What follows belongs to an exercise in optimizing a design on an open flow for small area, a short achievable clock period and few clock cycles; a production flow would make more cautious choices.
At most, simulation tests tie the RTL to the original design; equivalence was not proved.
The RTL of runs 5 to 7 was laid out without a check of its function.
Power and IR drop assume default switching activity.

`design/flow/run.sh`:
```
#!/bin/bash
# synth_recipe.tcl (not shown) runs the flow's synth.tcl, then flattens the netlist and writes it again
# the make line also repeats each setting of config.mk as NAME=value (left out here)
make -C /OpenROAD-flow-scripts/flow DESIGN_CONFIG=/design/flow/config.mk WORK_HOME=/design/flow/orfs CLKGATE_MAP_FILE= SYNTH_SCRIPT=/design/flow/synth_recipe.tcl finish
```
`design/flow/config.mk`:
```
export PLATFORM = sky130hd
export DESIGN_NAME = reuleaux
export DESIGN_NICKNAME = reuleaux
export VERILOG_FILES = /design/flow/design.v
export SDC_FILE = /design/flow/constraint.sdc
export NUM_CORES = 4
export LEC_CHECK = 0
export CAP_MARGIN = 20
export CORE_MARGIN = 2
export CORE_UTILIZATION = 40
export SETUP_SLACK_MARGIN = 5
export SLEW_MARGIN = 20
```
`design/flow/constraint.sdc`:
```
create_clock -name core_clock -period 10.0 [get_ports {clk}]
set_input_delay 2.0000 -clock core_clock [delete_from_list [all_inputs] [get_ports {clk}]]
set_output_delay 2.0000 -clock core_clock [all_outputs]
set_load 0.01 [all_outputs]
```
`design/flow/design.v`:
```
module reuleaux(input logic clk, input logic rst_n, input logic [2:0] colour,
                input logic [7:0] centre_x, input logic [6:0] centre_y, input logic [7:0] diameter,
                input logic start, output logic done,
                output logic [7:0] vga_x, output logic [6:0] vga_y,
                output logic [2:0] vga_colour, output logic vga_plot);
     function automatic logic [9:0] rca(input logic [9:0] a, input logic [9:0] b, input logic ci);
          logic c;
          c = ci;
          for (int i = 0; i < 10; i++) begin
               rca[i] = a[i] ^ b[i] ^ c;
               c = (a[i] & b[i]) | (a[i] & c) | (b[i] & c);
          end
     endfunction
     localparam logic [159:0] FA = {10'd593, 10'd555, 10'd518, 10'd476, 10'd439, 10'd396, 10'd359, 10'd317, 10'd280, 10'd238, 10'd200, 10'd158, 10'd121, 10'd79, 10'd42, 10'd0};
     localparam logic [95:0]  FB = {6'd36, 6'd34, 6'd32, 6'd26, 6'd24, 6'd22, 6'd21, 6'd19, 6'd17, 6'd15, 6'd9, 6'd7, 6'd5, 6'd4, 6'd2, 6'd0};
     function automatic logic [9:0] fa(input logic [3:0] h);
          fa = 10'(FA >> (10 * h));
     endfunction
     function automatic logic [5:0] fb(input logic [3:0] l);
          fb = 6'(FB >> (6 * l));
     endfunction
     logic [7:0] di2, cx1, cx3, cy3;
     logic [8:0] cx2;
     logic [6:0] cy1;
     always_ff @(posedge clk) begin
          di2 <= 8'(diameter + 8'd1) >> 1;
          cx3 <= centre_x;
          cx1 <= 8'(rca({2'd0, cx3}, {2'd0, di2}, 1'b0));
          cx2 <= 9'(rca({2'd0, cx3}, ~{2'd0, di2}, 1'b1));
     end
     logic [7:0] ox, oy;
     logic [9:0] crit;
     logic       ra;           
     logic [1:0] p;            
     logic [1:0] ph;           
     logic       run;
     logic [7:0] xo;
     logic [6:0] yo;
     logic       plot_r;
     wire [8:0] x0 = 9'(rca({2'd0, cx1}, ~{2'd0, ox}, 1'b1));
     wire [8:0] x3 = 9'(rca({1'd0, cx2}, {2'd0, ox}, 1'b0));
     wire [8:0] x1 = 9'(rca(ra ? {2'd0, cx3} : {2'd0, cx1}, ra ? {2'd0, oy} : ~{2'd0, oy}, !ra));
     wire [8:0] x2 = 9'(rca(ra ? {2'd0, cx3} : {1'd0, cx2}, ra ? ~{2'd0, oy} : {2'd0, oy}, ra));
     wire [7:0] y0 = 8'(rca({3'd0, cy1}, ~{2'd0, oy}, 1'b1));
     wire [7:0] y12 = 8'(rca(ra ? {2'd0, cy3} : {3'd0, cy1}, ra ? {2'd0, ox} : ~{2'd0, ox}, !ra));
     function automatic logic onx(input logic [8:0] v);
          onx = !v[8] && !(v[7] && (v[6] || v[5]));
     endfunction
     function automatic logic ony(input logic [7:0] v);
          ony = !v[7] && !(v[6] && v[5] && v[4] && v[3]);
     endfunction
     wire oky0 = ony(y0), oky12 = ony(y12);
     wire [3:0] ok = {onx(x3) & oky0, onx(x2) & oky12, onx(x1) & oky12, onx(x0) & oky0};
     wire [3:0] ge = (p == 2'd0) ? 4'b1111 : (p == 2'd1) ? 4'b1110 :
                     (p == 2'd2) ? 4'b1100 : 4'b1000;
     wire [3:0] v  = ok & ge;
     logic [1:0] sel;
     logic       more;      
     always_comb begin
          sel  = 2'd3;
          more = 1'b0;
          if (v[0]) begin sel = 2'd0; more = v[1] | v[2] | v[3]; end
          else if (v[1]) begin sel = 2'd1; more = v[2] | v[3]; end
          else if (v[2]) begin sel = 2'd2; more = v[3]; end
     end
     logic [7:0] xs;
     logic [6:0] ys;
     always_comb begin
          case (sel)
               2'd0: begin xs = x0[7:0]; ys = y0[6:0]; end
               2'd1: begin xs = x1[7:0]; ys = y12[6:0]; end
               2'd2: begin xs = x2[7:0]; ys = y12[6:0]; end
               default: begin xs = x3[7:0]; ys = y0[6:0]; end
          endcase
     end
     wire       cpos = !crit[9] && (crit != 10'd0);
     wire [7:0] oy1  = oy + 8'd1;
     wire [7:0] oy2  = {oy[7:1] + 7'd1, oy[0]};
     wire [8:0] u    = 9'(rca({2'd0, oy2}, ~{2'd0, ox}, cpos));
     wire       last = !u[8] && (u != 9'd0);
     wire [9:0] crn  = rca(crit, cpos ? {u, 1'b1} : {1'b0, oy1, 1'b1}, 1'b0);
     wire [9:0] fs  = rca(fa(ox[7:4]), {4'd0, fb(ox[3:0])}, 1'b0);
     wire [8:0] q   = 9'(rca({2'd0, ox}, {4'd0, oy[5:0]}, 1'b0));
     wire [8:0] a6  = 9'(rca({1'd0, cy1, 2'b10}, {1'd0, q}, 1'b0));
     wire [8:0] a3  = 9'(rca({2'd0, cy1, 1'b0}, ~{1'd0, q}, 1'b1));
     always_ff @(posedge clk) begin
          if (!rst_n || !start) begin
               run <= 1'b0;
               done <= 1'b0;
               plot_r <= 1'b0;
               ph <= 2'd0;
          end else if (run) begin
               plot_r <= |v;
               if (!more && last) begin
                    run <= 1'b0;
                    done <= 1'b1;
               end
          end else begin
               plot_r <= 1'b0;
               if (!done) begin
                    ph <= ph + 2'd1;
                    if (ph == 2'd2) run <= 1'b1;
               end
          end
          if (!run) begin
               case (ph)
                    2'd0: begin
                         ox <= diameter;
                         cy1 <= centre_y;
                    end
                    2'd1: oy <= {2'd0, fs[9:4]};
                    default: begin
                         cy1 <= a6[8:2];
                         cy3 <= {a3[8] ^ (ox >= 8'd222), a3[7:1]};
                         oy <= 8'd0;
                    end
               endcase
               crit <= 10'd1 - {2'b0, ox};
               ra <= ox != 8'd255;
               p <= 2'd0;
          end else if (more) begin
               p <= sel + 2'd1;
          end else begin
               p <= 2'd0;
               ra <= ra && (oy1 != di2);
               oy <= oy1;
               crit <= crn;
               if (cpos) ox <= ox - 8'd1;
          end
          xo <= xs;
          yo <= ys;
     end
     assign vga_x = xo;
     assign vga_y = yo;
     assign vga_plot = plot_r;
     assign vga_colour = colour;
endmodule
```
==> metrics.yaml, run 1 <==
status: "complete, no violations"
cp.buffers_inverters: 1
cts.sinks: 95
die-area_mm2: 0.01954
critPathSlowestCell: "or4_4"
layout_commonest_cell: "inv_1"
hold_violations: 0
port_buffers: 42
holdWs_ns: 0.5030
worst_clock_skew_ns: 0.009548
ys.warnings.count: 1
post-route-util_pct: 49.87
critical_path_class: "reg2reg"
cp_common_cell: "fa_2"
hpwl_mm: 14.58
setup_viol: 0
worst_pin_slew_ns: 0.9066
required_ns: 10.21
whs_path_depth: 2
synthTopCellsByArea: "fa_1 (24%), edfxtp_1 (17%), dfxtp_1 (14%)"
start_util_pct: 40.91
fin_crit_ns: 5.288
reg2regPathDepth: 15
n_antenna_cell: 0
leakage_nw: 3.769
design.portCount: 49
synth_cells: 698
tns_ns: 0
drv_slew: 0
syn2layout_area_growth_pct: 21.91
cts-htree-levels: 3
clkTransAtPathRegs_ns: 0.07
holdBufCountCts: 0
setup_slack_ns: 4.712
max_stage_delay_ns: 0.55
end_kind: "flop"
synthesis.area_mm2: 0.007373
period_share_pct: 52.88
numCtsBuffers: 9
nNetsFinal: 919
die_w_um: 139.8
grt_pass1_wl_mm: 30.33
critPathTopFamily: "adder cells"
synthArstFlopShare_pct: 0
num_rows: 49
vias: 5288
fmax_mhz: 189.1
grt_max_degree: 51
die_h_um: 139.8
rrSetupSlack_ns: 4.71
synth-edff-count: 42
peakVddDrop_mv: 0.1741
clk_latency_ns: 0.36
layout_common_cells: "inv_1 (96), fa_1 (60), dfxtp_1 (53)"
power_density_mw_per_mm2: 253.2
seq_area_mm2: 0.002322
critPathLaunchType: "flop"
syn_nets: 847
routedWlPerCell_um: 19.57
slew_headroom_pct: 39.56
detail-route-antenna-nets: 0
grt_pass1_vias: 5555
ys_seq_area_share_pct: 31.49
r2r-end: "crit[8]$_DFFE_PN_"
crit_fanout: 2
worstHoldStart: "ph[1]$_SDFFE_PP0P_"
layout-drive-gt1-share_pct: 20.26
firstDrtPassIters: 4
design_area_mm2: 0.008989
viasPerCell: 5.267
syn_avg_cell_area_um2: 10.56
grt_usage_pct: 20.26
cp_cell_sequence: "or4_4 -> nor4_4 -> nor2_4 -> fa_2 -> fa_2 -> fa_2 -> fa_2 -> fa_2 -> fa_2 -> fa_2 -> fa_1 -> mux2_4 -> fa_2 -> inv_1 -> a21oi_1"
root_buffer: "clkbuf_16"
clk_path_buf_depth: 2
drt_iter0_markers: 383
rsz0062_at_grt: "true"
dp_slack_ns: 4.021
grt-ovfl-total: 0
ys_ff_latch: 95
hold_path.class: "reg2reg"
r2r-start: "crit[7]$_DFFE_PN_"
critPathArrivalTime_ns: 5.50
globalplace.congestion: 0.9473
synth.largest_area_cell: "fa_1"
core-area_mm2: 0.01802
yosysTopAreaCellShare_pct: 23.89
drc: 0
ys.flop_type: "dfxtp_1"
crit_start: "crit[7]$_DFFE_PN_"
drt_wl_total_mm: 19.65
max-cap-violations: 0
hold_end: "ph[1]$_SDFFE_PP0P_"
yosysUniqueCellTypes: 58
placed_area_mm2: 0.008053
antenna_found_initial: 0
fill_cells: 1633
cts_tree: "done"
multi_input_area_mm2: 0.004797
## final cells by class
| cell class | instances | area share, % |
|---|---|---|
| Tap cell | 229 | 3.188 |
| Clock inverter | 4 | 0.4176 |
| Clock buffer | 12 | 2.881 |
| Multi-Input combinational cell | 466 | 53.37 |
| Timing Repair Buffer | 89 | 9.563 |
| Inverter | 109 | 4.747 |
| Sequential cell | 95 | 25.84 |
## cell usage after synthesis, drive strengths merged, types with 2 or more instances
cell type and instances:
xnor2 44, a22oi 2, a31oi 2, a2bb2oi 2
nor3 9, and3 2, maj3 3, a31o 2
ha 32, nor2 34, nand4 5, nand3 11
edfxtp 42, nand2 36, a21oi 31, mux2i 32
or3 2, or2 3, dfxtp 53, xor2 19
o211ai 3, clkbuf 18, fa 88, and2 3
inv 108, nor4 5, a22o 5, o22ai 5
buf 9, o21ai 43, nor2b 8, mux2 17
o31ai 3
## sequential cells by signal, summed over array words and instances, names as in the netlist
| register | count |
|---|---|
| crit | 10 |
| cx2 | 9 |
| cx3 | 8 |
| cy3 | 8 |
| ox | 8 |
| oy | 8 |
| xo | 8 |
| cx1 | 7 |
| cy1 | 7 |
| di2 | 7 |
| yo | 7 |
| p | 2 |
| ph | 2 |
| done | 1 |
| plot_r | 1 |
| ra | 1 |
| run | 1 |
## how the worst max path moves through the flow
stage	endpoint	slack [ns]	cells after the start
finish	crit[8]$_DFFE_PN_	4.71	15
global route	crit[8]$_DFFE_PN_	4.55	15
CTS	crit[8]$_DFFE_PN_	4.62	15
detailed placement	yo[3]$_DFF_P_	4.02	20
global placement	run$_SDFF_PP0_	4.17	19
floorplan	crit[9]$_DFFE_PN_	4.76	15
## through the flow
step,instances,power [mW]
final,1004,2.276
after global placement,943,1.714
after global routing,1004,2.432
after floorplan,698,1.389
after CTS,982,2.157
after detailed placement,944,1.747
## tightest hold or removal path, cell delays in order (launching register included)
cell and delay [ns]:
dfxtp_1 0.32, o21ai_0 0.07, a21oi_1 0.07
## repair_timing
action / CTS / global route
endpoints found under the setup margin: 51 / 50
cloned: 0 / 2
setup buffers: 22 / 20
resized for setup: 18 / 48
pin swaps: 6 / 15
## cells by family (layout without fill, tap and decap cells)
| kind of cell | count (synthesis) | count (layout) | share of synthesized area (%) |
|---|---|---|---|
| and+or+nand+nor | 123 | 123 | 7.874 |
| muxes | 49 | 49 | 6.941 |
| AOI/OAI and AO/OA | 108 | 108 | 8.858 |
| adders and majority gates | 123 | 123 | 29.78 |
| buffers and inverters | 137 | 214 | 7.568 |
| xor gates and xnor gates | 63 | 63 | 7.483 |
| DFF | 95 | 95 | 31.50 |
## layer usage
layer / wire, um / track usage [%]
met5: 0 / 0
met4: 641 / 7.000
met3: 964 / 3.785
met2: 9763 / 34.15
met1: 8275 / 26.25
## report_power, final
part / internal, mW / leakage (nW) / switching (mW)
clock: 0.189 / 0.147 / 0.159
combinational: 0.626 / 2.76 / 0.684
sequential: 0.533 / 0.859 / 0.0841
total: 1.35 / 3.77 / 0.928
Testbench counts, summed over its fixed seeds: cycles 66,569.
==> run 2, diff against run 1 <==
--- a/design/flow/config.mk
+++ b/design/flow/config.mk
@@ -5,8 +5,8 @@
 export SDC_FILE = /design/flow/constraint.sdc
 export NUM_CORES = 4
 export LEC_CHECK = 0
+export ABC_AREA = 1
 export CAP_MARGIN = 20
 export CORE_MARGIN = 2
 export CORE_UTILIZATION = 40
-export SETUP_SLACK_MARGIN = 5
 export SLEW_MARGIN = 20
==> run 2 against run 1 <==
  * Sequential power is 6.5% lower
  * Still clean on timing, DRC and antenna
  * Count of clock-buffer cells in the layout is 2 lower
  * Largest power group unchanged
  * First-iteration DRC count down 3.7%
==> metrics.yaml, run 2 <==
ys_top_cells_by_count: "nand2_1 (180), inv_1 (135), fa_1 (88)"
critPathLaunchType: "flop"
firstDrtPassIters: 5  # +1
grt_pass1_wl_mm: 29.56  # -2.5%
synthArstFlopShare_pct: 0  # unchanged
num_rows: 49  # unchanged
crit_start: "crit[3]$_DFFE_PN_"
critical_path_class: "reg2reg"
yosysUniqueCellTypes: 40  # -31%
worst_clock_skew_ns: 0.009171  # -0.0003776 ns
ys.warnings.count: 1  # unchanged
synth_most_common_cell: "nand2_1"
hpwl_mm: 14.62  # +0.28%
cts-htree-levels: 3  # unchanged
die_w_um: 139.7  # about the same
grt-ovfl-total: 0  # unchanged
synth_cells: 824  # +18%
placed_area_mm2: 0.007956  # -1.2%
crit_fanout: 12  # +10
cts.sinks: 95  # unchanged
fmax_mhz: 175.8  # -7.1%
cts_resized: 0  # -18
required_ns: 10.11  # -0.10 ns
max-cap-violations: 0  # unchanged
routedWlPerCell_um: 16.75  # -14%
clkTransAtPathRegs_ns: 0.07  # about the same
layout-drive-gt1-share_pct: 4.651  # -16 points
synthesis.area_mm2: 0.007365  # -0.12%
hold_path.class: "reg2reg"
drc: 0  # unchanged
detail-route-antenna-nets: 0  # unchanged
yosysTopAreaCellShare_pct: 23.92  # +0.028 points
critPathArrivalTime_ns: 5.80  # +0.30 ns
die_h_um: 139.7  # about the same
regMostFlops: "crit"
root_buffer: "clkbuf_16"
peakVddDrop_mv: 0.1408  # -19%
port_buffers: 42  # unchanged
start_util_pct: 40.86  # -0.049 points
grt_max_degree: 40  # -22%
ys.flop_type: "dfxtp_1"
met1_usage_pct: 26.55  # +0.30 points
nNetsFinal: 1004  # +9.2%
globalplace.congestion: 0.9127  # -3.7%
viasPerCell: 5.007  # -4.9%
synth.largest_area_cell: "fa_1"
status: "complete, no violations"
slew_headroom_pct: 45.60  # +6.0 points
syn_avg_cell_area_um2: 8.938  # -15%
busiest_layer: "met2"
synth-edff-count: 42  # unchanged
rsz0062_at_grt: "false"
multi_input_area_mm2: 0.004372  # -8.9%
power_density_mw_per_mm2: 209.8  # -17%
ys_ff_latch: 95  # unchanged
design_area_mm2: 0.008228  # -8.5%
leakage_nw: 3.723  # -1.2%
syn_nets: 973  # +15%
tns_ns: 0  # unchanged
period_share_pct: 56.90  # +4.0 points
drt_iter0_markers: 369  # -3.7%
end_kind: "flop"
layout_common_cells: "nand2_1 (180), inv_1 (136), fa_1 (88)"
layout_commonest_cell: "nand2_1"
syn2layout_area_growth_pct: 11.72
drv_slew: 0  # unchanged
clk_path_buf_depth: 2  # unchanged
vias: 5453  # +3.1%
clk_latency_ns: 0.36  # about the same
drt_wl_total_mm: 18.25  # -7.1%
numCtsBuffers: 9  # unchanged
met2_usage_pct: 32.22  # -1.9 points
n_antenna_cell: 0  # unchanged
post_cts_buffers: 0  # -100%
holdBufCountCts: 0  # unchanged
grt_usage_pct: 19.67  # -0.58 points
dp_cells: 1073  # +14%
die-area_mm2: 0.01951  # -0.11%
cts_tree: "done"
worst_pin_slew_ns: 0.8055  # -0.1011 ns
reg.largest.list: "crit (10), cx2 (9)"
setup_viol: 0  # unchanged
r2r-start: "crit[3]$_DFFE_PN_"
worstHoldStart: "ph[0]$_SDFFE_PP0P_"
finalNonFillerCells: 1089  # +8.5%
hold_violations: 0  # unchanged
design.portCount: 49  # unchanged
largest_reg_flops: 10  # unchanged
grt_pass1_vias: 5530  # -0.45%
antenna_found_initial: 0  # unchanged
core-area_mm2: 0.01802  # unchanged
grt_use_met3_pct: 2.719  # -1.1 points
ys_seq_area_share_pct: 31.53  # +0.037 points
finalPower_mw: 1.726  # -24%
seq_area_mm2: 0.002322  # unchanged
fin_crit_ns: 5.690  # +0.4015 ns
fill_cells: 1795  # +9.9%
synthTopCellsByArea: "fa_1 (24%), edfxtp_1 (17%), dfxtp_1 (14%)"
==> run 2: kinds of logic (layout without fill, tap and decap cells) <==
group	after synthesis	after routing	share of synthesized area [%]
buf+inv	168	204	9.174
compound gates	109	109	8.087
fa+ha+maj	120	120	29.36
flops	95	95	31.53
simple gates	286	286	16.34
mux	2	2	0.2718
xor+xnor	44	44	5.233
==> run 2: through the flow <==
stage                     setup WS [ns]  hold slack, ns  utilization (%)
after global routing              3.927          0.5104            45.65
after CTS                         4.328          0.4900            45.62
after global placement            4.436          0.4725            44.14
final                             4.310          0.4863            45.65
after floorplan                   4.619          0.4554                -
after detailed placement          4.321          0.4799            44.14
==> run 2: report_power, final <==
part           total (mW)  switching (mW)  internal, mW
Sequential          0.577          0.0684         0.509
Clock               0.326           0.158         0.168
Combinational       0.823           0.478         0.346
Total                1.73           0.704          1.02
==> run 2: final cells by class <==
class,count,area share [%]
Clock buffer,10,2.783
Clock inverter,6,0.4562
Inverter,143,6.539
Multi-Input combinational cell,561,53.13
Sequential cell,95,28.22
Tap cell,229,3.482
Timing Repair Buffer,45,5.383
==> run 2: critical path, stage by stage (launching register included) <==
cell and delay (ns):
edfxtp_1 0.43, nor4_1 0.29, nand3_1 0.13, nand2_1 0.21
inv_1 0.20, fa_1 0.43, fa_1 0.40, fa_1 0.39
fa_1 0.48, nand2_1 0.09, o21ai_0 0.11, fa_1 0.44
fa_1 0.38, fa_1 0.38, fa_1 0.38, fa_1 0.38
nand3b_1 0.17, nand3_1 0.08, nand2_1 0.05
==> run 2: worst paths after layout <==
kind / endpoint / slack [ns] / cells after the start
worst min-delay path: ph[0]$_SDFFE_PP0P_ / 0.49 / 2
worst max register to register: crit[9]$_DFFE_PN_ / 4.31 / 18
worst max-delay path: crit[9]$_DFFE_PN_ / 4.31 / 18
worst min register to register: ph[0]$_SDFFE_PP0P_ / 0.49 / 2
==> run 2: per-layer routing <==
layer / vias to the layer above / part of all wire [%] / wire, um
met5: - / 0 / 0
met4: 0 / 3.0 / 542
met3: 36 / 5.3 / 963
met2: 186 / 47 / 8494
met1: 2596 / 45 / 8244
li1: 2635 / - / -
==> run 3, diff against run 2 <==
--- a/design/flow/config.mk
+++ b/design/flow/config.mk
@@ -9,4 +9,5 @@
 export CAP_MARGIN = 20
 export CORE_MARGIN = 2
 export CORE_UTILIZATION = 40
+export SETUP_SLACK_MARGIN = 5
 export SLEW_MARGIN = 20
==> run 3 against run 2 <==
  * Sequential share of layout area fell by 2.2 points
  * Register-to-register slack better by 0.48 ns
  * Synthesized cell count did not move
  * Combinational power is 16% higher
  * Critical path depth did not move
  * Hold slack got worse by 0.0014 ns
  * Critical path type unchanged
  * Largest power group unchanged
  * Highest routed layer unchanged
==> metrics.yaml, run 3 <==
synthesis.area_mm2: 0.007365  # unchanged
syn2layout_area_growth_pct: 21.25
drt_wl_total_mm: 19.29  # +5.7%
largest_reg_flops: 10  # unchanged
crit_fanout: 2  # -10
regMostFlops: "crit"
num_rows: 49  # unchanged
synth-edff-count: 42  # unchanged
start_util_pct: 40.86  # unchanged
routedWlPerCell_um: 17.05  # +1.8%
detail-route-antenna-nets: 0  # unchanged
viasPerCell: 5.030  # +0.45%
synth_most_common_cell: "nand2_1"
placed_area_mm2: 0.007998  # +0.52%
layout_common_cells: "nand2_1 (177), inv_1 (129), fa_1 (64)"
drt_iter0_markers: 468  # +27%
port_buffers: 42  # unchanged
slew_headroom_pct: 43.44  # -2.2 points
whs_path_depth: 2  # unchanged
critPathTopFamily: "adder cells"
clk_latency_ns: 0.36  # about the same
root_buffer: "clkbuf_16"
reg2regPathDepth: 18  # unchanged
leakage_nw: 3.969  # +6.6%
cts_tree: "done"
cts.sinks: 95  # unchanged
ys_top_cells_by_count: "nand2_1 (180), inv_1 (135), fa_1 (88)"
numCtsBuffers: 9  # unchanged
n_antenna_cell: 0  # unchanged
critPathArrivalTime_ns: 5.31  # -0.49 ns
cp_common_cell: "fa_2"
synth_cells: 824  # unchanged
period_share_pct: 52.06  # -4.8 points
critPathSlowestCell: "fa_2"
r2r-end: "crit[9]$_DFFE_PN_"
end_kind: "flop"
worstHoldStart: "ph[0]$_SDFFE_PP0P_"
hold_end: "ph[0]$_SDFFE_PP0P_"
ys_seq_area_share_pct: 31.53  # unchanged
design_area_mm2: 0.008930  # +8.5%
core-area_mm2: 0.01802  # unchanged
drc: 0  # unchanged
synth.largest_area_cell: "fa_1"
hpwl_mm: 14.86  # +1.6%
nNetsFinal: 1046  # +4.2%
critical_path_class: "reg2reg"
r2r-start: "crit[4]$_DFFE_PN_"
grt_usage_pct: 20.07  # +0.40 points
yosysTopAreaCellShare_pct: 23.92  # unchanged
peakVddDrop_mv: 0.1451  # +3.0%
required_ns: 10.10  # about the same
design.portCount: 49  # unchanged
cp.buffers_inverters: 1  # unchanged
clk_path_buf_depth: 2  # unchanged
grt_pass1_wl_mm: 30.02  # +1.6%
max_stage_delay_ns: 0.44  # -0.04 ns
hold_path.class: "reg2reg"
power_density_mw_per_mm2: 212.3  # +1.2%
antenna_found_initial: 0  # unchanged
firstDrtPassIters: 5  # unchanged
rrSetupSlack_ns: 4.79  # +0.48 ns
fmax_mhz: 192.1  # +9.3%
tns_ns: 0  # unchanged
drv_slew: 0  # unchanged
die-area_mm2: 0.01951  # unchanged
worst_clock_skew_ns: 0.01322  # +0.004048 ns
cts-htree-levels: 3  # unchanged
syn_avg_cell_area_um2: 8.938  # unchanged
ys_ff_latch: 95  # unchanged
clkTransAtPathRegs_ns: 0.07  # about the same
die_w_um: 139.7  # unchanged
cp_cell_sequence: "nor4_2 -> nand3_1 -> nand2_4 -> clkinvlp_4 -> fa_2 -> fa_2 -> fa_2 -> fa_2 -> fa_2 -> nor2_1 -> a31oi_1 -> fa_2 -> fa_2 -> fa_2 -> fa_2 -> nand3b_1 -> nand3_1 -> nand2_1"
reg.largest.list: "crit (10), cx2 (9)"
rsz0062_at_grt: "true"
syn_nets: 973  # unchanged
vias: 5689  # +4.3%
layout_commonest_cell: "nand2_1"
critPathLaunchType: "flop"
max-cap-violations: 0  # unchanged
layout-drive-gt1-share_pct: 15.85  # +11 points
ys.flop_type: "dfxtp_1"
grt_max_degree: 39  # -2.5%
grt-ovfl-total: 0  # unchanged
hold_violations: 0  # unchanged
status: "complete, no violations"
setup_viol: 0  # unchanged
fin_crit_ns: 5.206  # -0.4838 ns
yosysUniqueCellTypes: 40  # unchanged
synthTopCellsByArea: "fa_1 (24%), edfxtp_1 (17%), dfxtp_1 (14%)"
ys.warnings.count: 1  # unchanged
worst_pin_slew_ns: 0.8472  # +0.04176 ns
grt_pass1_vias: 5616  # +1.6%
globalplace.congestion: 0.9286  # +1.7%
synthArstFlopShare_pct: 0  # unchanged
die_h_um: 139.7  # unchanged
==> run 3: power by group <==
| group | switching (mW) | internal (mW) | leakage, nW |
|---|---|---|---|
| registers | 0.0615 | 0.509 | 0.860 |
| clock network | 0.160 | 0.211 | 0.157 |
| logic | 0.537 | 0.417 | 2.95 |
| total | 0.759 | 1.14 | 3.97 |
==> run 3: layer usage <==
| layer | vias to the layer above | GRT usage (%) | share of wire [%] |
|---|---|---|---|
| met3 | 60 | 3.097 | 5.7 |
| li1 | 2720 | - | - |
| met1 | 2687 | 26.85 | 43 |
| met4 | 0 | 10.21 | 4.2 |
| met2 | 222 | 31.76 | 47 |
| met5 | - | 0 | 0 |
==> run 3: cell families after synthesis <==
family                   share of synthesized area [%]
AND/OR/NAND/NOR                                  16.34
XOR/XNOR                                         5.233
flip-flops                                       31.53
adder cells (fa/ha/maj)                          29.36
buffers and inverters                            9.174
AO/OA/AOI/OAI                                    8.087
multiplexers                                    0.2718
==> run 3: worst max path at each step <==
stage / start / to / slack [ns] / cells past startpoint
floorplan: crit[4]$_DFFE_PN_ / crit[9]$_DFFE_PN_ / 5.00 / 19
global placement: ox[1]$_DFFE_PP_ / ox[7]$_DFFE_PP_ / 4.37 / 20
detailed placement: ra$_DFFE_PN_ / ox[3]$_DFFE_PP_ / 4.29 / 23
CTS: crit[3]$_DFFE_PN_ / crit[9]$_DFFE_PN_ / 4.80 / 18
global route: crit[4]$_DFFE_PN_ / crit[9]$_DFFE_PN_ / 4.65 / 18
finish: crit[4]$_DFFE_PN_ / crit[9]$_DFFE_PN_ / 4.79 / 18
==> run 3: final cells by class <==
cell class | count | area [um2]
clock buffer | 12 | 260.3
clock inverter | 4 | 51.30
fill | 1685 | 9095
inverter | 143 | 555.5
multi-input combinational | 561 | 4611
sequential | 95 | 2322
tap | 229 | 286.5
timing repair buffer | 86 | 838.3
timing repair inverter | 1 | 5.005
==> run 3: through the flow <==
stage / util (%) / instances / hold slack (ns) / setup WS [ns] / total power, mW
2_1_floorplan: - / 824 / 0.4554 / 5.001 / 1.156
3_3_place_gp: 44.37 / 1073 / 0.4717 / 4.374 / 1.420
3_5_place_dp: 44.37 / 1073 / 0.4776 / 4.295 / 1.427
4_1_cts: 46.98 / 1104 / 0.4879 / 4.805 / 1.818
5_1_grt: 49.54 / 1131 / 0.5301 / 4.647 / 2.047
6_report: 49.54 / 1131 / 0.4850 / 4.794 / 1.895
==> run 3: what timing repair did <==
action,CTS,global route
endpoints found under the hold margin,0,0
cloned,1,2
setup endpoints to repair,49,49
pin swaps,6,15
buffers inserted,14,25
resized for setup,13,54
hold buffers,0,0
==> run 3: worst min-delay path: stages (launching register included) <==
cell,delay [ns]
dfxtp_1,0.33
nand2_1,0.07
a21oi_1,0.05
==> run 4, diff against run 3 <==
--- a/design/flow/config.mk
+++ b/design/flow/config.mk
@@ -8,6 +8,5 @@
 export ABC_AREA = 1
 export CAP_MARGIN = 20
 export CORE_MARGIN = 2
-export CORE_UTILIZATION = 40
-export SETUP_SLACK_MARGIN = 5
+export CORE_UTILIZATION = 65
 export SLEW_MARGIN = 20
==> run 4 against run 3 <==
  * Via count decreased by 0.30%
  * First-iteration DRC count grew 24%
  * Flip-flop and latch count unchanged
  * Largest power group unchanged
==> metrics.yaml, run 4 <==
nNetsFinal: 1005  # -3.9%
n_antenna_cell: 0  # unchanged
ys_seq_area_share_pct: 31.53  # unchanged
hpwl_mm: 14.80  # -0.40%
synth_most_common_cell: "nand2_1"
power_density_mw_per_mm2: 217.3  # +2.4%
end_kind: "flop"
grt_pass1_wl_mm: 30.15  # +0.42%
num_rows: 38  # -22%
critPathLaunchType: "flop"
crit_start: "crit[3]$_DFFE_PN_"
leakage_nw: 3.749  # -5.5%
design.portCount: 49  # unchanged
core-area_mm2: 0.01094  # -39%
critical_path_class: "reg2reg"
layout_commonest_cell: "nand2_1"
sw_frac_of_total_pct: 40.69  # +0.65 points
critPathArrivalTime_ns: 5.89  # +0.58 ns
rsz0062_at_grt: "false"
critPathSlowestCell: "fa_1"
die_h_um: 110.4  # -21%
synthArstFlopShare_pct: 0  # unchanged
drv_slew: 0  # unchanged
peakVddDrop_mv: 0.1834  # +26%
r2r-start: "crit[3]$_DFFE_PN_"
ys_ff_latch: 95  # unchanged
max-cap-violations: 0  # unchanged
ys_top_cells_by_count: "nand2_1 (180), inv_1 (135), fa_1 (88)"
clk_latency_ns: 0.36  # about the same
synth_cells: 824  # unchanged
cp_common_cell: "fa_1"
reg.largest.list: "crit (10), cx2 (9)"
detail-route-antenna-nets: 0  # unchanged
period_share_pct: 57.91  # +5.8 points
p_int_mw: 1.052  # -7.4%
cp_cell_sequence: "nor4_1 -> nand3_1 -> nand2_1 -> inv_1 -> fa_1 -> fa_1 -> fa_1 -> fa_1 -> nand2_1 -> o21ai_0 -> fa_1 -> fa_1 -> fa_1 -> fa_1 -> fa_1 -> nand3b_1 -> nand3_1 -> nand2_1"
layout_common_cells: "nand2_1 (180), inv_1 (134), fa_1 (88)"
synthesis.area_mm2: 0.007365  # unchanged
p_sw_uw: 721.9  # -4.9%
drt_iter0_markers: 578  # +24%
critPathTopFamily: "adder cells"
worst_clock_skew_ns: 0.008892  # -0.004327 ns
root_buffer: "clkbuf_16"
synth-edff-count: 42  # unchanged
fmax_mhz: 172.7  # -10%
power.share.combinational_pct: 47.9  # -2.4 points
cts-htree-levels: 3  # unchanged
die_w_um: 110.4  # -21%
yosysUniqueCellTypes: 40  # unchanged
holdBufCountCts: 0  # unchanged
drc: 0  # unchanged
globalplace.congestion: 1.041  # +12%
power_frac_seq_pct: 32.4  # +2.3 points
worst_pin_slew_ns: 0.7445  # -0.1027 ns
hold_violations: 0  # unchanged
grt_usage_pct: 32.15  # +12 points
fin_crit_ns: 5.791  # +0.5847 ns
syn_avg_cell_area_um2: 8.938  # unchanged
syn2layout_area_growth_pct: 10.86
fill_cells: 794  # -53%
die-area_mm2: 0.01220  # -37%
crit_fanout: 12  # +10
drt_wl_total_mm: 18.76  # -2.7%
status: "complete, no violations"
clkTransAtPathRegs_ns: 0.06  # about the same
regMostFlops: "crit"
largest_reg_flops: 10  # unchanged
synth.largest_area_cell: "fa_1"
ys.warnings.count: 1  # unchanged
tns_ns: 0  # unchanged
finalPower_mw: 1.774  # -6.4%
grt_pass1_vias: 5853  # +4.2%
layout-drive-gt1-share_pct: 4.878  # -11 points
cts_tree: "done"
antenna_found_initial: 0  # unchanged
worstHoldStart: "ph[0]$_SDFFE_PP0P_"
start_util_pct: 67.35  # +26 points
cp.buffers_inverters: 1  # unchanged
max_stage_delay_ns: 0.48  # +0.04 ns
setup_slack_ns: 4.209  # -0.5847 ns
yosysTopAreaCellShare_pct: 23.92  # unchanged
slew_headroom_pct: 50.36  # +6.9 points
port_buffers: 42  # unchanged
dp_slack_ns: 4.253  # -0.04216 ns
clkPwrFrac_pct: 19.6  # about the same
setup_viol: 0  # unchanged
numCtsBuffers: 9  # unchanged
grt_max_degree: 39  # unchanged
vias: 5672  # -0.30%
clk_path_buf_depth: 2  # unchanged
hold_path.class: "reg2reg"
required_ns: 10.10  # about the same
firstDrtPassIters: 6  # +1
post_cts_buffers: 0  # -14
ys.flop_type: "dfxtp_1"
synthTopCellsByArea: "fa_1 (24%), edfxtp_1 (17%), dfxtp_1 (14%)"
routedWlPerCell_um: 18.74  # +9.9%
grt-ovfl-total: 0  # unchanged
cts.sinks: 95  # unchanged
cts_resized: 0  # -13
viasPerCell: 5.666  # +13%
holdWs_ns: 0.4844  # -0.0006260 ns
syn_nets: 973  # unchanged
## run 4: cells by family (layout without fill, tap and decap cells)
kind of cell	count (synthesis)	after routing	synth area share, %
buffers and inverters	168	205	9.174
XOR/XNOR	44	44	5.233
AND/OR/NAND/NOR	286	286	16.34
flip-flops	95	95	31.53
adder cells (fa/ha/maj)	120	120	29.36
multiplexers	2	2	0.2718
AO/OA/AOI/OAI	109	109	8.087
## run 4: cell type report
cell class                      instances  area [um2]  area share (%)
Inverter                              143       538.0           6.590
Clock buffer                           10       229.0           2.805
Tap cell                              140       175.2           2.146
Clock inverter                          6       60.06          0.7356
Multi-Input combinational cell        561        4372           53.55
Timing Repair Buffer                   46       467.9           5.732
Sequential cell                        95        2322           28.44
## run 4: worst register-to-register path: stages (launching register included)
cell,delay [ns]
edfxtp_1,0.42
nor4_1,0.34
nand3_1,0.14
nand2_1,0.20
inv_1,0.21
fa_1,0.43
fa_1,0.39
fa_1,0.40
fa_1,0.48
nand2_1,0.08
o21ai_0,0.12
fa_1,0.44
fa_1,0.42
fa_1,0.40
fa_1,0.39
fa_1,0.38
nand3b_1,0.17
nand3_1,0.08
nand2_1,0.05
## run 4: worst paths after layout
path / endpoint / slack [ns] / depth (start not counted)
max: crit[9]$_DFFE_PN_ / 4.21 / 18
min: ph[0]$_SDFFE_PP0P_ / 0.48 / 2
max reg2reg: crit[9]$_DFFE_PN_ / 4.21 / 18
min reg2reg: ph[0]$_SDFFE_PP0P_ / 0.48 / 2
## run 4: through the flow
stage               instances  utilization, %  area, um2
global placement          984           71.74       7845
finish                   1001           74.66       8164
detailed placement        984           71.74       7845
CTS                      1000           74.38       8134
global route             1001           74.66       8164
floorplan                 824               -       7365
## run 4: routing by layer
| layer | share of wire, % | vias to the layer above | track usage (%) |
|---|---|---|---|
| met1 | 40 | 2730 | 41.07 |
| met3 | 8.3 | 51 | 7.574 |
| li1 | - | 2630 | - |
| met2 | 48 | 261 | 53.62 |
| met4 | 3.3 | 0 | 12.08 |
| met5 | 0 | - | 0 |
## run 4: power groups by stage
stage	Combinational, mW	Clock (mW)	Sequential, mW
finish	0.851	0.349	0.575
CTS	0.843	0.350	0.575
global placement	0.805	0	0.580
detailed placement	0.830	0	0.583
global route	0.954	0.365	0.584
floorplan	0.574	0	0.577
==> run 5, diff against run 4 <==
--- a/design/flow/design.v
+++ b/design/flow/design.v
@@ -76,9 +76,10 @@
      wire       cpos = !crit[9] && (crit != 10'd0);
      wire [7:0] oy1  = oy + 8'd1;
      wire [7:0] oy2  = {oy[7:1] + 7'd1, oy[0]};
-     wire [8:0] u    = 9'(rca({2'd0, oy2}, ~{2'd0, ox}, cpos));
-     wire       last = !u[8] && (u != 9'd0);
-     wire [9:0] crn  = rca(crit, cpos ? {u, 1'b1} : {1'b0, oy1, 1'b1}, 1'b0);
+     wire [8:0] u    = 9'(rca({2'd0, oy2}, ~{2'd0, ox}, 1'b1));
+     wire       last = !u[8] && (u[7:1] != 7'd0 || (cpos && u[0]));
+     wire [9:0] cra  = rca(crit, {1'b0, oy1, 1'b1}, 1'b0);
+     wire [9:0] crb  = rca(crit, {u, 1'b1}, 1'b0);
      wire [9:0] fs  = rca(fa(ox[7:4]), {4'd0, fb(ox[3:0])}, 1'b0);
      wire [8:0] q   = 9'(rca({2'd0, ox}, {4'd0, oy[5:0]}, 1'b0));
      wire [8:0] a6  = 9'(rca({1'd0, cy1, 2'b10}, {1'd0, q}, 1'b0));
@@ -124,7 +125,7 @@
                p <= 2'd0;
                ra <= ra && (oy1 != di2);
                oy <= oy1;
-               crit <= crn;
+               crit <= cpos ? crb : cra;
                if (cpos) ox <= ox - 8'd1;
           end
           xo <= xs;
--- a/design/flow/config.mk
+++ b/design/flow/config.mk
@@ -8,5 +8,5 @@
 export ABC_AREA = 1
 export CAP_MARGIN = 20
 export CORE_MARGIN = 2
-export CORE_UTILIZATION = 65
+export CORE_UTILIZATION = 40
 export SLEW_MARGIN = 20
==> run 5 against run 4 <==
  * Fmax increased by 3.7%
  * Clock power is essentially flat
  * Synthesized area is 2.4% higher
  * Critical path depth is 2 higher
  * Combinational power increased by 7.9%
  * Utilization down 29 points
  * Non-clock buffer count did not move
  * Critical path type unchanged
  * Highest routed layer unchanged
==> metrics.yaml, run 5 <==
leakage_nw: 3.796  # +1.3%
syn2layout_area_growth_pct: 12.06
critPathTopFamily: "adder cells"
hold_path.class: "reg2reg"
hold_violations: 0  # unchanged
rsz0062_at_grt: "false"
ys_top_cells_by_count: "nand2_1 (144), inv_1 (142), fa_1 (93)"
fill_cells: 1794  # +130%
vias: 5504  # -3.0%
clkTransAtPathRegs_ns: 0.07  # about the same
grt-ovfl-total: 0  # unchanged
power_frac_seq_pct: 31.2  # -1.2 points
drt_wl_total_mm: 18.99  # +1.2%
port_buffers: 42  # unchanged
finalPower_mw: 1.841  # +3.8%
grt_usage_pct: 19.86  # -12 points
max_stage_delay_ns: 0.71  # +0.23 ns
yosysTopAreaCellShare_pct: 24.68  # +0.76 points
synth.largest_area_cell: "fa_1"
dp_slack_ns: 4.484  # +0.2313 ns
num_rows: 50  # +32%
ys.flop_type: "dfxtp_1"
synthSimpleGateAreaFrac_pct: 15.14  # -1.2 points
fmax_mhz: 179.1  # +3.7%
root_buffer: "clkbuf_16"
grt_use_met3_pct: 2.599  # -5.0 points
synth_top_family_by_area: "adder cells"
busiest_layer: "met2"
drv_slew: 0  # unchanged
met1_usage_pct: 27.06  # -14 points
critical_path_class: "reg2reg"
hpwl_mm: 15.19  # +2.7%
seq_area_mm2: 0.002322  # unchanged
n_antenna_cell: 0  # unchanged
yosysUniqueCellTypes: 45  # +13%
die-area_mm2: 0.01998  # +64%
required_ns: 10.26  # +0.16 ns
cp.buffers_inverters: 6  # +5
fin_crit_ns: 5.582  # -0.2086 ns
holdBufCountCts: 0  # unchanged
die_h_um: 141.3  # +28%
cts.sinks: 95  # unchanged
setup_viol: 0  # unchanged
period_share_pct: 55.82  # -2.1 points
syn_avg_cell_area_um2: 9.134  # +2.2%
worst_clock_skew_ns: 0.006518  # -0.002374 ns
synth_cells: 826  # +0.24%
met2_usage_pct: 32.12  # -22 points
end_kind: "flop"
p_sw_uw: 772.9  # +7.1%
ys_seq_area_share_pct: 30.78  # -0.75 points
synthesis.area_mm2: 0.007545  # +2.4%
synth_most_common_cell: "nand2_1"
viasPerCell: 5.013  # -12%
tns_ns: 0  # unchanged
synthAdderAreaFrac_pct: 29.98  # +0.63 points
numCtsBuffers: 9  # unchanged
cts_resized: 0  # unchanged
post-route-util_pct: 45.50  # -29 points
multi_input_area_mm2: 0.004529  # +3.6%
setup_slack_ns: 4.418  # +0.2086 ns
p_int_mw: 1.068  # +1.5%
die_w_um: 141.3  # +28%
drc: 0  # unchanged
synthMuxAreaShare_pct: 0.2653  # -0.0065 points
post_cts_buffers: 0  # unchanged
start_util_pct: 40.61  # -27 points
crit_fanout: 8  # -4
detail-route-antenna-nets: 0  # unchanged
worst_pin_slew_ns: 1.042  # +0.2974 ns
critPathLaunchType: "flop"
critPathArrivalTime_ns: 5.84  # -0.05 ns
status: "complete, no violations"
power.share.combinational_pct: 49.9  # +2.0 points
clk_latency_ns: 0.36  # about the same
cp_cell_sequence: "inv_1 -> fa_1 -> fa_1 -> fa_1 -> fa_1 -> inv_1 -> fa_1 -> inv_1 -> fa_1 -> inv_1 -> fa_1 -> a21oi_1 -> nor3_2 -> nand2_4 -> inv_2 -> a21oi_1 -> ha_1 -> inv_1 -> o21ai_0 -> o22ai_1"
ys.warnings.count: 1  # unchanged
layout_commonest_cell: "nand2_1"
cts-htree-levels: 3  # unchanged
routedWlPerCell_um: 17.30  # -7.7%
clkPwrFrac_pct: 18.9  # -0.7 points
drt_iter0_markers: 469  # -19%
synthTopCellsByArea: "fa_1 (25%), edfxtp_1 (17%), dfxtp_1 (14%)"
cts_tree: "done"
peakVddDrop_mv: 0.09154  # -50%
largest_reg_flops: 10  # unchanged
critPathSlowestCell: "edfxtp_1"
nNetsFinal: 1013  # +0.80%
synth-edff-count: 42  # unchanged
core-area_mm2: 0.01858  # +70%
regMostFlops: "crit"
power_density_mw_per_mm2: 217.8  # +0.20%
antenna_found_initial: 0  # unchanged
firstDrtPassIters: 5  # -1
clk_path_buf_depth: 2  # unchanged
synthArstFlopShare_pct: 0  # unchanged
max-cap-violations: 0  # unchanged
globalplace.congestion: 0.8602  # -17%
grt_pass1_wl_mm: 29.97  # -0.60%
cp_common_cell: "fa_1"
grt_max_degree: 38  # -2.6%
layout-drive-gt1-share_pct: 6.713  # +1.8 points
holdWs_ns: 0.4861  # +0.001787 ns
synth_compound_area_share_pct: 9.138  # +1.1 points
design.portCount: 49  # unchanged
ys_ff_latch: 95  # unchanged
layout_common_cells: "nand2_1 (144), inv_1 (142), fa_1 (93)"
synth-xor-area-share_pct: 5.439  # +0.21 points
syn_nets: 980  # +0.72%
grt_pass1_vias: 5470  # -6.5%
sw_frac_of_total_pct: 41.98  # +1.3 points
slew_headroom_pct: 30.46  # -20 points
-- run 5: changes by cell type in the layout (fill, tap and decap cells not counted), moves of 5 or more --
cell and delta:
nand2_1 -36, a21oi_1 +9, inv_1 +8, nor2_1 +8, fa_1 +5
-- run 5: cell type report --
type                    count  share of cell area, %
clock buffers               9                  2.664
clock inverters             7                 0.7548
inverters                 150                  6.749
multi-input cells         557                  53.57
flip-flops and latches     95                  27.47
well taps                 234                  3.463
repair buffers             46                  5.328
-- run 5: routing by layer --
| metal | routed length [um] | part of all wire (%) |
|---|---|---|
| met5 | 0 | 0 |
| met4 | 585 | 3.1 |
| met3 | 873 | 4.6 |
| met2 | 8921 | 47 |
| met1 | 8611 | 45 |
-- run 5: path summary, 6_finish.rpt --
kind / start / to / slack [ns] / cells past startpoint
max reg2reg: ox[1]$_DFFE_PP_ / yo[0]$_DFF_P_ / 4.42 / 20
min: ph[0]$_SDFFE_PP0P_ / ph[0]$_SDFFE_PP0P_ / 0.49 / 2
min reg2reg: ph[0]$_SDFFE_PP0P_ / ph[0]$_SDFFE_PP0P_ / 0.49 / 2
max: ox[1]$_DFFE_PP_ / yo[0]$_DFF_P_ / 4.42 / 20
-- run 5: power groups by stage --
stage / combinational [mW] / sequential (mW) / clock, mW
after floorplan: 0.633 / 0.577 / 0
after global placement: 0.907 / 0.583 / 0
after detailed placement: 0.919 / 0.584 / 0
after CTS: 0.925 / 0.575 / 0.356
after global routing: 1.04 / 0.584 / 0.371
final: 0.918 / 0.574 / 0.349
-- run 5: kinds of logic after synthesis --
kind of cell | after synthesis
compound gates | 122
xor+xnor | 46
fa+ha+maj | 125
buf+inv | 174
flops | 95
mux | 2
simple gates | 262
-- run 5: metrics by stage --
stage | cells | area (um2)
after global routing | 1098 | 8454
after detailed placement | 1082 | 8160
final | 1098 | 8454
after CTS | 1098 | 8449
after floorplan | 826 | 7545
after global placement | 1082 | 8160
-- run 5: worst reg2reg max path, cell delays in order, from the launching register on --
cell and delay [ns]:
edfxtp_1 0.71, inv_1 0.32, fa_1 0.48, fa_1 0.39, fa_1 0.40, fa_1 0.37
inv_1 0.07, fa_1 0.15, inv_1 0.05, fa_1 0.35, inv_1 0.08, fa_1 0.44
a21oi_1 0.18, nor3_2 0.07, nand2_4 0.09, inv_2 0.08, a21oi_1 0.26, ha_1 0.38
inv_1 0.23, o21ai_0 0.16, o22ai_1 0.21
==> run 6, diff against run 5 <==
--- a/design/flow/design.v
+++ b/design/flow/design.v
@@ -37,12 +37,12 @@
      logic [7:0] xo;
      logic [6:0] yo;
      logic       plot_r;
-     wire [8:0] x0 = 9'(rca({2'd0, cx1}, ~{2'd0, ox}, 1'b1));
-     wire [8:0] x3 = 9'(rca({1'd0, cx2}, {2'd0, ox}, 1'b0));
-     wire [8:0] x1 = 9'(rca(ra ? {2'd0, cx3} : {2'd0, cx1}, ra ? {2'd0, oy} : ~{2'd0, oy}, !ra));
-     wire [8:0] x2 = 9'(rca(ra ? {2'd0, cx3} : {1'd0, cx2}, ra ? ~{2'd0, oy} : {2'd0, oy}, ra));
-     wire [7:0] y0 = 8'(rca({3'd0, cy1}, ~{2'd0, oy}, 1'b1));
-     wire [7:0] y12 = 8'(rca(ra ? {2'd0, cy3} : {3'd0, cy1}, ra ? {2'd0, ox} : ~{2'd0, ox}, !ra));
+     wire [8:0] x0 = {1'b0, cx1} - {1'b0, ox};
+     wire [8:0] x3 = cx2 + {1'b0, ox};
+     wire [8:0] x1 = (ra ? {1'b0, cx3} : {1'b0, cx1}) + (ra ? {1'b0, oy} : ~{1'b0, oy}) + {8'd0, !ra};
+     wire [8:0] x2 = (ra ? {1'b0, cx3} : cx2) + (ra ? ~{1'b0, oy} : {1'b0, oy}) + {8'd0, ra};
+     wire [7:0] y0 = {1'b0, cy1} - oy;
+     wire [7:0] y12 = (ra ? cy3 : {1'b0, cy1}) + (ra ? ox : ~ox) + {7'd0, !ra};
      function automatic logic onx(input logic [8:0] v);
           onx = !v[8] && !(v[7] && (v[6] || v[5]));
      endfunction
==> run 6 against run 5 <==
  * Synthesized cell count is 32% higher
  * Count of clock-buffer cells in the layout is 2 higher
  * Flip-flop and latch count stayed put
  * Die area is 12% higher
  * Utilization is 0.28 points lower
  * Cell count is 28% higher
  * Register-to-register slack better by 0.49 ns
  * Critical endpoint is now cy1[6]$_DFFE_PP_
  * Largest power group unchanged
  * Highest routed layer is now met5
==> metrics.yaml, run 6 <==
layout_common_cells: "nand2_1 (257), inv_1 (170), o21ai_0 (81)"
vias: 7188  # +31%
n_antenna_cell: 0  # unchanged
required_ns: 10.09  # -0.17 ns
viasPerCell: 5.127  # +2.3%
nNetsFinal: 1285  # +27%
layout-drive-gt1-share_pct: 3.106  # -3.6 points
multi_input_area_mm2: 0.005380  # +19%
worst_clock_skew_ns: 0.007505  # +0.0009876 ns
grt_max_degree: 24  # -37%
crit_fanout: 9  # +1
slew_headroom_pct: 46.69  # +16 points
antenna_found_initial: 1  # +1
p_int_mw: 1.096  # +2.6%
core-area_mm2: 0.02089  # +12%
grt-ovfl-total: 0  # unchanged
grt_pass1_wl_mm: 37.46  # +25%
start_util_pct: 40.58  # about the same
sw_frac_of_total_pct: 43.73  # +1.8 points
fin_crit_ns: 5.092  # -0.4901 ns
synthTopCellsByArea: "edfxtp_1 (15%), fa_1 (14%), dfxtp_1 (13%)"
synth_cells: 1088  # +32%
synth.largest_area_cell: "edfxtp_1"
wl_met3_mm: 1.601  # +83%
critPathArrivalTime_ns: 5.18  # -0.66 ns
cts.sinks: 95  # unchanged
yosysTopAreaCellShare_pct: 14.88  # -9.8 points
clkTransAtPathRegs_ns: 0.07  # about the same
reg2regPathDepth: 12  # -40%
rsz0062_at_grt: "false"
largest_reg_flops: 10  # unchanged
holdBufCountCts: 0  # unchanged
worst_pin_slew_ns: 0.7997  # -0.2423 ns
hpwl_mm: 19.27  # +27%
post_cts_buffers: 0  # unchanged
ys.warnings.count: 1  # unchanged
cts_tree: "done"
synthesis.area_mm2: 0.008476  # +12%
status: "complete, no violations"
cts_resized: 0  # unchanged
highest_layer: "met5"
route.met2.wl_mm: 11.06  # +24%
rrSetupSlack_ns: 4.91  # +0.49 ns
globalplace.congestion: 0.9394  # +9.2%
dp_slack_ns: 4.929  # +0.4452 ns
worstHoldStart: "done$_SDFFE_PP0P_"
root_buffer: "clkbuf_16"
whs_path_depth: 2  # unchanged
synth_most_common_cell: "nand2_1"
max-cap-violations: 0  # unchanged
clk_path_buf_depth: 2  # unchanged
yosysUniqueCellTypes: 50  # +11%
synth-edff-count: 42  # unchanged
ys.flop_type: "dfxtp_1"
numCtsBuffers: 9  # unchanged
fill_cells: 2076  # +16%
ys_seq_area_share_pct: 27.40  # -3.4 points
syn_avg_cell_area_um2: 7.790  # -15%
regMostFlops: "crit"
peakVddDrop_mv: 0.08900  # -2.8%
die-area_mm2: 0.02237  # +12%
layout_commonest_cell: "nand2_1"
num_rows: 53  # +6.0%
detail-route-antenna-nets: 0  # unchanged
routedWlPerCell_um: 16.95  # -2.0%
clkPwrFrac_pct: 17.5  # -1.4 points
critical_path_class: "reg2reg"
ys_top_cells_by_count: "nand2_1 (257), inv_1 (170), o21ai_0 (81)"
setup_viol: 0  # unchanged
clk_latency_ns: 0.35  # about the same
leakage_nw: 4.494  # +18%
syn2layout_area_growth_pct: 11.46
hold_end: "done$_SDFFE_PP0P_"
power_frac_seq_pct: 29.3  # -1.9 points
design.portCount: 49  # unchanged
end_kind: "flop"
die_w_um: 149.6  # +5.8%
wl_met1_mm: 10.64  # +24%
drt_iter0_markers: 763  # +63%
synthArstFlopShare_pct: 0  # unchanged
setup_slack_ns: 4.908  # +0.4901 ns
period_share_pct: 50.92  # -4.9 points
hold_violations: 0  # unchanged
firstDrtPassIters: 5  # unchanged
port_buffers: 42  # unchanged
fmax_mhz: 196.4  # +9.6%
die_h_um: 149.6  # +5.8%
syn_nets: 1251  # +28%
critPathLaunchType: "flop"
drv_slew: 0  # unchanged
seq_area_mm2: 0.002322  # unchanged
ys_ff_latch: 95  # unchanged
cts-htree-levels: 3  # unchanged
drt_wl_total_mm: 23.76  # +25%
tns_ns: 0  # unchanged
r2r-start: "ox[1]$_DFFE_PP_"
grt_usage_pct: 22.08  # +2.2 points
power_density_mw_per_mm2: 206.2  # -5.3%
power.share.combinational_pct: 53.2  # +3.3 points
p_sw_uw: 851.7  # +10%
r2r-end: "cy1[6]$_DFFE_PP_"
drc: 0  # unchanged
post-route-util_pct: 45.22  # -0.28 points
grt_pass1_vias: 6885  # +26%
hold_path.class: "reg2reg"
[run 6: changes by cell type after synthesis, sizes merged, moves of 22 or more]
cell	previous run	this run
nand2	151	259
a21oi	33	57
ha	32	75
nand4	3	25
nand3	31	58
inv	150	174
fa	93	59
[run 6: through the flow]
step                hold slack, ns  instances  cell area [um2]  power (mW)
finish                      0.5117       1402             9447       1.948
global route                0.5597       1402             9447       2.113
CTS                         0.5161       1402             9447       1.956
detailed placement          0.5020       1386             9161       1.612
global placement            0.4956       1386             9156       1.599
floorplan                   0.4554       1088             8476       1.279
[run 6: how the worst max path moves through the flow]
stage | startpoint | end | slack, ns | cells after the start
after floorplan | ox[1]$_DFFE_PP_ | cy1[6]$_DFFE_PP_ | 5.39 | 12
after global placement | ox[1]$_DFFE_PP_ | cy1[6]$_DFFE_PP_ | 5.07 | 12
after detailed placement | ox[1]$_DFFE_PP_ | cy1[6]$_DFFE_PP_ | 4.93 | 12
after CTS | ox[1]$_DFFE_PP_ | cy1[6]$_DFFE_PP_ | 4.91 | 12
after global routing | ox[1]$_DFFE_PP_ | cy1[6]$_DFFE_PP_ | 4.74 | 12
final | ox[1]$_DFFE_PP_ | cy1[6]$_DFFE_PP_ | 4.91 | 12
[run 6: final cells by class]
| type | count | area share (%) |
|---|---|---|
| multi-input combinational | 793 | 56.95 |
| sequential | 95 | 24.58 |
| inverter | 177 | 7.033 |
| timing repair buffer | 46 | 4.768 |
| tap | 275 | 3.642 |
| clock buffer | 11 | 2.570 |
| clock inverter | 5 | 0.4503 |
[run 6: worst max-delay path, stage by stage, from the launching register on]
cell      delay [ns]
edfxtp_1        0.63
inv_1           0.35
fa_1            0.51
fa_1            0.51
fa_1            0.44
fa_1            0.39
fa_1            0.40
fa_1            0.41
fa_1            0.39
fa_1            0.39
xnor2_1         0.18
xnor2_1         0.14
o21ai_0         0.08
[run 6: kinds of logic (layout without fill, tap and decap cells)]
logic type	Yosys count	in the layout	share of synthesized area [%]
buf+inv	200	239	9.182
mux	1	1	0.1181
simple gates	433	433	21.57
compound gates	168	168	10.82
flops	95	95	27.40
xor+xnor	56	56	5.787
fa+ha+maj	135	135	25.13
[run 6: power by group through the flow]
| stage | Combinational (mW) | Sequential, mW | Clock [mW] |
|---|---|---|---|
| 4_1_cts | 1.04 | 0.571 | 0.348 |
| 3_5_place_dp | 1.03 | 0.579 | 0 |
| 6_report | 1.04 | 0.570 | 0.342 |
| 5_1_grt | 1.17 | 0.579 | 0.362 |
| 2_1_floorplan | 0.710 | 0.568 | 0 |
| 3_3_place_gp | 1.02 | 0.578 | 0 |
[run 6: routing by layer]
layer / up-vias / global-route usage (%)
met5: - / 0
met2: 238 / 36.15
met4: 2 / 5.714
li1: 3578 / -
met1: 3337 / 30.75
met3: 33 / 3.140
==> run 7, diff against run 6 <==
--- a/design/flow/design.v
+++ b/design/flow/design.v
@@ -3,14 +3,6 @@
                 input logic start, output logic done,
                 output logic [7:0] vga_x, output logic [6:0] vga_y,
                 output logic [2:0] vga_colour, output logic vga_plot);
-     function automatic logic [9:0] rca(input logic [9:0] a, input logic [9:0] b, input logic ci);
-          logic c;
-          c = ci;
-          for (int i = 0; i < 10; i++) begin
-               rca[i] = a[i] ^ b[i] ^ c;
-               c = (a[i] & b[i]) | (a[i] & c) | (b[i] & c);
-          end
-     endfunction
      localparam logic [159:0] FA = {10'd593, 10'd555, 10'd518, 10'd476, 10'd439, 10'd396, 10'd359, 10'd317, 10'd280, 10'd238, 10'd200, 10'd158, 10'd121, 10'd79, 10'd42, 10'd0};
      localparam logic [95:0]  FB = {6'd36, 6'd34, 6'd32, 6'd26, 6'd24, 6'd22, 6'd21, 6'd19, 6'd17, 6'd15, 6'd9, 6'd7, 6'd5, 6'd4, 6'd2, 6'd0};
      function automatic logic [9:0] fa(input logic [3:0] h);
@@ -25,14 +17,14 @@
      always_ff @(posedge clk) begin
           di2 <= 8'(diameter + 8'd1) >> 1;
           cx3 <= centre_x;
-          cx1 <= 8'(rca({2'd0, cx3}, {2'd0, di2}, 1'b0));
-          cx2 <= 9'(rca({2'd0, cx3}, ~{2'd0, di2}, 1'b1));
+          cx1 <= cx3 + di2;
+          cx2 <= {1'b0, cx3} - {1'b0, di2};
      end
      logic [7:0] ox, oy;
      logic [9:0] crit;
      logic       ra;           
      logic [1:0] p;            
-     logic [1:0] ph;           
+     logic       ph;           
      logic       run;
      logic [7:0] xo;
      logic [6:0] yo;
@@ -76,20 +68,20 @@
      wire       cpos = !crit[9] && (crit != 10'd0);
      wire [7:0] oy1  = oy + 8'd1;
      wire [7:0] oy2  = {oy[7:1] + 7'd1, oy[0]};
-     wire [8:0] u    = 9'(rca({2'd0, oy2}, ~{2'd0, ox}, 1'b1));
+     wire [8:0] u    = {1'b0, oy2} - {1'b0, ox};
      wire       last = !u[8] && (u[7:1] != 7'd0 || (cpos && u[0]));
-     wire [9:0] cra  = rca(crit, {1'b0, oy1, 1'b1}, 1'b0);
-     wire [9:0] crb  = rca(crit, {u, 1'b1}, 1'b0);
-     wire [9:0] fs  = rca(fa(ox[7:4]), {4'd0, fb(ox[3:0])}, 1'b0);
-     wire [8:0] q   = 9'(rca({2'd0, ox}, {4'd0, oy[5:0]}, 1'b0));
-     wire [8:0] a6  = 9'(rca({1'd0, cy1, 2'b10}, {1'd0, q}, 1'b0));
-     wire [8:0] a3  = 9'(rca({2'd0, cy1, 1'b0}, ~{1'd0, q}, 1'b1));
+     wire [9:0] cra  = crit + {1'b0, oy1, 1'b1};
+     wire [9:0] crb  = crit + {u, 1'b1};
+     wire [9:0] fs  = fa(diameter[7:4]) + {4'd0, fb(diameter[3:0])};
+     wire [8:0] q   = {1'b0, ox} + {3'd0, oy[5:0]};
+     wire [8:0] a6  = {cy1, 2'b10} + q;
+     wire [8:0] a3  = {1'b0, cy1, 1'b0} - q;
      always_ff @(posedge clk) begin
           if (!rst_n || !start) begin
                run <= 1'b0;
                done <= 1'b0;
                plot_r <= 1'b0;
-               ph <= 2'd0;
+               ph <= 1'b0;
           end else if (run) begin
                plot_r <= |v;
                if (!more && last) begin
@@ -99,23 +91,20 @@
           end else begin
                plot_r <= 1'b0;
                if (!done) begin
-                    ph <= ph + 2'd1;
-                    if (ph == 2'd2) run <= 1'b1;
+                    ph <= 1'b1;
+                    if (ph) run <= 1'b1;
                end
           end
           if (!run) begin
-               case (ph)
-                    2'd0: begin
-                         ox <= diameter;
-                         cy1 <= centre_y;
-                    end
-                    2'd1: oy <= {2'd0, fs[9:4]};
-                    default: begin
-                         cy1 <= a6[8:2];
-                         cy3 <= {a3[8] ^ (ox >= 8'd222), a3[7:1]};
-                         oy <= 8'd0;
-                    end
-               endcase
+               if (!ph) begin
+                    ox <= diameter;
+                    oy <= {2'd0, fs[9:4]};
+                    cy1 <= centre_y;
+               end else begin
+                    cy1 <= a6[8:2];
+                    cy3 <= {a3[8] ^ (ox >= 8'd222), a3[7:1]};
+                    oy <= 8'd0;
+               end
                crit <= 10'd1 - {2'b0, ox};
                ra <= ox != 8'd255;
                p <= 2'd0;
==> run 7 against run 6 <==
  * Non-clock buffer count stayed put
  * Critical path depth is 4 higher
  * Register-to-register slack better by 0.53 ns
  * Critical endpoint is now oy[5]$_DFFE_PP_
  * Synthesized area is 6.6% higher
  * Flip-flop and latch count is 1 lower
  * Setup slack better by 0.52 ns
  * Critical path type is now in2reg
  * Hold slack worse by 0.029 ns
==> metrics.yaml, run 7 <==
end_kind: "flop"
period_share_pct: 45.75  # -5.2 points
synth-edff-count: 42  # unchanged
syn_nets: 1428  # +14%
layout-drive-gt1-share_pct: 2.986  # -0.12 points
yosysUniqueCellTypes: 51  # +2.0%
ys_top_cells_by_count: "nand2_1 (324), inv_1 (172), ha_1 (116)"
cts-htree-levels: 3  # unchanged
ys_seq_area_share_pct: 25.49  # -1.9 points
synth_cells: 1270  # +17%
synthesis.area_mm2: 0.009032  # +6.6%
reg.largest.list: "crit (10), cx2 (9)"
grt_max_degree: 27  # +13%
critPathLaunchType: "input port"
worstHoldStart: "done$_SDFFE_PP0P_"
synthTopCellsByArea: "ha_1 (16%), edfxtp_1 (14%), nand2_1 (13%)"
clk_latency_ns: 0.36  # about the same
r2r-start: "ra$_DFFE_PP_"
port_buffers: 42  # unchanged
viasPerCell: 5.119  # -0.15%
design_area_mm2: 0.01001  # +5.9%
slew_headroom_pct: 40.51  # -6.2 points
start_util_pct: 41.01  # +0.43 points
setup_viol: 0  # unchanged
peakVddDrop_mv: 0.1183  # +33%
regMostFlops: "crit"
leakage_nw: 5.021  # +12%
worst_clock_skew_ns: 0.01312  # +0.005616 ns
hpwl_mm: 19.48  # +1.1%
required_ns: 10.12  # +0.03 ns
hold_violations: 0  # unchanged
detail-route-antenna-nets: 0  # unchanged
ys.flop_type: "dfxtp_1"
largest_reg_flops: 10  # unchanged
finalNonFillerCells: 1586  # +13%
antenna_found_initial: 0  # -1
critical_path_class: "in2reg"
drt_iter0_markers: 543  # -29%
post-route-util_pct: 45.44  # +0.22 points
core-area_mm2: 0.02203  # +5.4%
layout_commonest_cell: "nand2_1"
ys.warnings.count: 1  # unchanged
die-area_mm2: 0.02380  # +6.4%
cts_tree: "done"
nNetsFinal: 1459  # +14%
holdWs_ns: 0.4822  # -0.02942 ns
status: "complete, no violations"
worst_pin_slew_ns: 0.8923  # +0.09260 ns
cts.sinks: 94  # -1.1%
critPathArrivalTime_ns: 4.69  # -0.49 ns
tns_ns: 0  # unchanged
grt_pass1_wl_mm: 39.65  # +5.8%
dp_cells: 1570  # +13%
synth.largest_area_cell: "ha_1"
design.portCount: 49  # unchanged
power_density_mw_per_mm2: 269.7  # +31%
holdBufCountCts: 0  # unchanged
crit_fanout: 5  # -4
num_rows: 54  # +1.9%
syn2layout_area_growth_pct: 10.80
die_h_um: 154.3  # +3.1%
synthArstFlopShare_pct: 0  # unchanged
n_antenna_cell: 0  # unchanged
fin_crit_ns: 4.575  # -0.5167 ns
routedWlPerCell_um: 15.41  # -9.1%
yosysTopAreaCellShare_pct: 16.07  # +1.2 points
crit_start: "diameter[1]"
syn_avg_cell_area_um2: 7.112  # -8.7%
globalplace.congestion: 0.8892  # -5.3%
grt_usage_pct: 21.07  # -1.0 points
hold_path.class: "reg2reg"
numCtsBuffers: 9  # unchanged
synth_most_common_cell: "nand2_1"
max-cap-violations: 0  # unchanged
root_buffer: "clkbuf_16"
vias: 8119  # +13%
layout_common_cells: "nand2_1 (324), inv_1 (172), ha_1 (116)"
grt_pass1_vias: 7710  # +12%
firstDrtPassIters: 5  # unchanged
cts_resized: 0  # unchanged
ys_ff_latch: 94  # -1.1%
placed_area_mm2: 0.009706  # +5.9%
die_w_um: 154.3  # +3.1%
drv_slew: 0  # unchanged
fmax_mhz: 218.6  # +11%
drt_wl_total_mm: 24.44  # +2.8%
grt-ovfl-total: 0  # unchanged
rsz0062_at_grt: "false"
drc: 0  # unchanged
clk_path_buf_depth: 2  # unchanged
clkTransAtPathRegs_ns: 0.08  # about the same
post_cts_buffers: 0  # unchanged
-- run 7: cell count changes after synthesis, sizes merged, moves of 4 or more --
cell	delta
o21bai	+5
xor2	+28
nand3	+7
o22ai	+5
fa	-46
clkbuf	+4
a21oi	+27
nand2	+68
ha	+41
nor3	+4
o31ai	+5
nor2	+33
o21ai	-4
or2	+5
-- run 7: cell type report --
class / instances / area [um2]
clock buffers: 12 / 267.8
clock inverters: 4 / 35.03
fillers: 2281 / 12020
inverters: 178 / 670.6
multi-input cells: 972 / 5932
flip-flops and latches: 94 / 2302
well taps: 280 / 350.3
repair buffers: 46 / 450.4
-- run 7: path summary, 6_finish.rpt --
path,endpoint,slack [ns],cells past startpoint
setup / recovery,oy[5]$_DFFE_PP_,5.42,16
setup reg to reg,yo[5]$_DFF_P_,5.44,23
hold reg to reg,done$_SDFFE_PP0P_,0.48,2
hold / removal,done$_SDFFE_PP0P_,0.48,2
-- run 7: through the flow --
step	setup slack (ns)	power, mW
after floorplan	5.874	1.907
after global placement	5.065	2.328
after detailed placement	5.032	2.343
after CTS	5.392	2.711
after global routing	5.002	2.989
final	5.425	2.699
-- run 7: report_power, final --
group          switching (mW)  internal (mW)
registers              0.0995          0.535
clock network           0.163          0.194
logic                    1.03          0.673
total                    1.30           1.40
-- run 7: per-layer routing --
metal / wire (um) / track usage, %
met1: 11900 / 29.08
met2: 10840 / 33.93
met3: 1241 / 4.119
met4: 455 / 5.379
met5: 0 / 0
-- run 7: logic make-up after synthesis --
logic type,share of synthesized area (%)
and+or+nand+nor,25.64
AOI/OAI and AO/OA,12.91
buffers and inverters,8.838
adders and majority gates,18.95
DFF,25.49
xor gates and xnor gates,7.951
muxes,0.2216
-- run 7: critical path, stage by stage --
cell	delay (ns)
clkdlybuf4s50_1	0.54
inv_1	0.11
ha_1	0.33
nor2_1	0.04
a2111oi_0	0.40
ha_1	0.31
nand2_1	0.09
a21oi_1	0.05
a211oi_1	0.18
nand2_1	0.10
nand2_1	0.08
nand2_1	0.06
nand2_1	0.09
nor2_1	0.06
o21ai_0	0.16
nand2_1	0.07

[re-timing with driven ports]
How much do the figures lean on ideal ports? The routed layouts below were timed once more, with nothing changed but the port constraints.
Step 1: set_driving_cell puts a clkbuf_16 on clk and a buf_2 on each other input, an assumption about the parent block.
Step 2, shift: input delay + t, output delay - t, t = (earliest + latest rising clock arrival at the registers) / 2. This alone moves slack from input paths to output paths.
a / b / c = ideal / step 1 / step 2; a / b = the first two.
| run | t (ns) | slack for setup (ns) |
|---|---|---|
| run 1 | 0.395 | 4.712 / 4.712 / 4.712 |
| run 2 | 0.399 | 4.310 / 4.310 / 4.310 |
| run 3 | 0.399 | 4.794 / 4.794 / 4.794 |
| run 4 | 0.394 | 4.209 / 4.209 / 4.209 |
| run 5 | 0.399 | 4.418 / 4.418 / 4.418 |
| run 6 | 0.396 | 4.908 / 4.908 / 4.908 |
| run 7 | 0.401 | 5.425 / 5.438 / 5.044 |
After both steps setup and hold are still met in every run listed.
